This is an optimization exercise on Yosys and OpenROAD, whose aim is small area, a short achievable clock period and few clock cycles, not a production implementation.
The RTL was checked by simulation tests, not by an equivalence proof against the original design.
Power figures rest on the tool's default switching activity, not on a simulated workload.

## beta
==> flow/design.v (excerpt) <==
module CHIP(clk,
            rst_n,
            mem_wen_D,
            mem_addr_D,
            mem_wdata_D,
            mem_rdata_D,
            mem_addr_I,
            mem_rdata_I);
For scale: about 7,200 cells after synthesis, ~78,000 um^2 of cells after synthesis.
Settings: LEC_CHECK=0, CAP_MARGIN=20, CORE_MARGIN=2, CORE_UTILIZATION=30, SETUP_SLACK_MARGIN=1.0, SLEW_MARGIN=20; clock period 12.0 ns.
standard.sh (not shown) runs the stock make flow with config.mk's settings and CLKGATE_MAP_FILE= SYNTH_SCRIPT=/design/flow/synth_recipe.tcl, a recipe that flattens the netlist after the stock synthesis.
==> flow/flow/run.sh <==
#!/bin/bash
set -euo pipefail
bash standard.sh SETUP_SLACK_MARGIN=8 "BUFFER_PORTS_ARGS=-buffer_cell sky130_fd_sc_hd__buf_4" finish > standard_make.log 2>&1
Testbench counts of beta, summed over its fixed seeds: cycles 25,056.
Changes in epsilon relative to beta:
-- flow/design.v --
<<< beta, line 24
    reg         selAddE, selAndE, selOrE, selXorE, selSltE, selSllE, selSrlE;
    reg  [31:0] opAE, opBE, sdE;
    reg         x31E;            
    reg         wenM, loadM, storeM;
    reg  [ 4:0] rdM;
>>> epsilon, line 24
    reg         selAddE, selAndE, selOrE, selXorE, selSltE, selSllE, selSrlE;
    reg  [31:0] opAE, opBE, sdE;
    reg         wenM, loadM, storeM;
    reg  [ 4:0] rdM;
<<< beta, line 164
        end
    end
    wire [31:0] opAD = (isAUIPC | isJAL) ? pcD : rs1f;
    wire [31:0] opBD = {32{dSubAll}} ^ ((isOP | isBR) ? rs2f :
                                       isJAL   ? 32'd4 :
                                       isSTORE ? immS :
                                       isAUIPC ? immU : immI);
    always @(posedge clk) begin
        rdE   <= rdD;
>>> epsilon, line 163
        end
    end
    always @(posedge clk) begin
        rdE   <= rdD;
<<< beta, line 184
        selSllE <= dSll;
        selSrlE <= dSrl;
        opAE  <= opAD;
        opBE  <= opBD;
        x31E  <= opAD[31] ^ opBD[31];
        sdE   <= isBR ? tgtD : isMD ? pcD : rs2f;
    end
>>> epsilon, line 178
        selSllE <= dSll;
        selSrlE <= dSrl;
        opAE  <= (isAUIPC | isJAL) ? pcD : rs1f;
        opBE  <= {32{dSubAll}} ^ ((isOP | isBR) ? rs2f :
                                  isJAL   ? 32'd4 :
                                  isSTORE ? immS :
                                  isAUIPC ? immU : immI);
        sdE   <= isBR ? tgtD : isMD ? pcD : rs2f;
    end
<<< beta, line 195
    wire [32:0] addOut = {1'b0, A} + {1'b0, Bx} + {32'd0, subE};
    assign aluSum = addOut[31:0];
    wire [31:0] cgt = A & Bx;             
    wire [31:0] cne = ~(A ^ Bx);          
    wire        gt31, ne31;
    cmptree #(.N(31)) cmp0(.gt(cgt[30:0]), .ne(cne[30:0]), .gtOut(gt31), .neOut(ne31));
    wire   geu31  = gt31 | ~ne31;                          
    wire   geu    = cgt[31] | (~cne[31] & geu31);          
    wire   eqE    = ~cne[31] & ~ne31;                      
    wire   dif31  = x31E ^ geu31;
    assign takenE = eqE | (brGE & ~dif31) | (brLT & dif31);
    wire [31:0] Arev, shr, shl;
    genvar k;
>>> epsilon, line 191
    wire [32:0] addOut = {1'b0, A} + {1'b0, Bx} + {32'd0, subE};
    assign aluSum = addOut[31:0];
    wire   geu    = addOut[32];           
    wire   eqE    = &(A ^ Bx);            
    assign takenE = eqE | (brGE & ~aluSum[31]) | (brLT & aluSum[31]);
    wire [31:0] Arev, shr, shl;
    genvar k;
<<< beta, line 310
    wire [31:0] s2 = s1 ^ c1 ^ pp1;
    wire [31:0] c2 = {(s1[30:0] & c1[30:0]) | (s1[30:0] & pp1[30:0]) | (c1[30:0] & pp1[30:0]), 1'b0};
    wire [31:0] pp2 = y[2] ? {x[29:0], 2'b0} : 32'd0;
    wire [31:0] s3 = s2 ^ c2 ^ pp2;
    wire [31:0] c3 = {(s2[30:0] & c2[30:0]) | (s2[30:0] & pp2[30:0]) | (c2[30:0] & pp2[30:0]), 1'b0};
    wire [31:0] xNext = {x[28:0], 3'b000};
    wire [31:0] yNext = {3'b000, y[31:3]};
    wire        mulLast = (yNext == 32'd0) | (xNext == 32'd0);
    wire [32:0] xOp = {33{~p[32]}} ^ {1'b0, x};           
>>> epsilon, line 300
    wire [31:0] s2 = s1 ^ c1 ^ pp1;
    wire [31:0] c2 = {(s1[30:0] & c1[30:0]) | (s1[30:0] & pp1[30:0]) | (c1[30:0] & pp1[30:0]), 1'b0};
    wire [31:0] xNext = {x[29:0], 2'b00};
    wire [31:0] yNext = {2'b00, y[31:2]};
    wire        mulLast = (yNext == 32'd0) | (xNext == 32'd0);
    wire [32:0] xOp = {33{~p[32]}} ^ {1'b0, x};           
<<< beta, line 366
            end
            MUL: begin
                p <= {1'b0, s3};
                c <= c3;
                x <= xNext;
                y <= yNext;
>>> epsilon, line 353
            end
            MUL: begin
                p <= {1'b0, s2};
                c <= c2;
                x <= xNext;
                y <= yNext;
<<< beta, line 395
    end
endmodule
module cmptree #(parameter N = 31) (gt, ne, gtOut, neOut);
    input  [N-1:0] gt, ne;
    output         gtOut, neOut;
    generate
        if (N == 1) begin : leaf
            assign gtOut = gt[0];
            assign neOut = ne[0];
        end
        else begin : node
            localparam L = N / 2;         
            wire gtH, neH, gtL, neL;
            cmptree #(.N(N - L)) hi(.gt(gt[N-1:L]), .ne(ne[N-1:L]), .gtOut(gtH), .neOut(neH));
            cmptree #(.N(L))     lo(.gt(gt[L-1:0]), .ne(ne[L-1:0]), .gtOut(gtL), .neOut(neL));
            assign gtOut = gtH | (~neH & gtL);
            assign neOut = neH | neL;
        end
    endgenerate
endmodule
>>> epsilon, line 382
    end
endmodule
==> summary.txt <==
Looking at the reports, epsilon completed the entire flow and the layout it produced met the timing, DRC and antenna checks. Leakage power: epsilon lower than beta. Layout clock buffer count: epsilon vs beta down 2.5%. Cell area was lower in epsilon than in beta. Compared with beta, in epsilon multiplexer share of the synthesized area barely changed; number of inserted diodes lost 4.2%; total via count after detailed routing now sits lower. Taking beta as the reference, in epsilon final cell count decreased 232, final hold violation count essentially unchanged, worst-case reg-to-reg path depth decreased 1. The total routing resource utilization after global routing was comparable across beta and epsilon. Summary — area added between synthesis and finish, epsilon relative to beta: higher, by 0.96 points. Higher clock network power share was reported by epsilon, not beta.
Testbench counts of epsilon, summed over its fixed seeds: cycles 25,547.

what the ideal ports hide:
No port has a modelled driver above. Below, the same layouts with a new extraction and two added sets of constraints.
Step 1 assumes that a clkbuf_16 drives the clock port and a buf_2 every other input.
Step 2 adds t to the input delays and takes it off the output delays; t is the mean of the earliest and latest rising clock arrival at the registers after step 1. Input paths then give back, and output paths get back, about the clock's delay inside the block.
Slacks: no drivers / after step 1 / after step 2; pairs: no drivers / after step 1.
run	t (ns)	setup WS [ns]	worst setup path after step 2	worst slew at a driven data input, ns	cell pins on the clock port's net
beta	0.938	7.686 / 7.686 / 7.065	input to register	0.11	1
epsilon	0.929	7.788 / 7.788 / 6.939	input to register	0.09	1
After both steps setup and hold are still met in every run listed. The setup slack of epsilon, which loses most, moves by 0.000 ns with the drivers and by -0.849 ns with both steps.
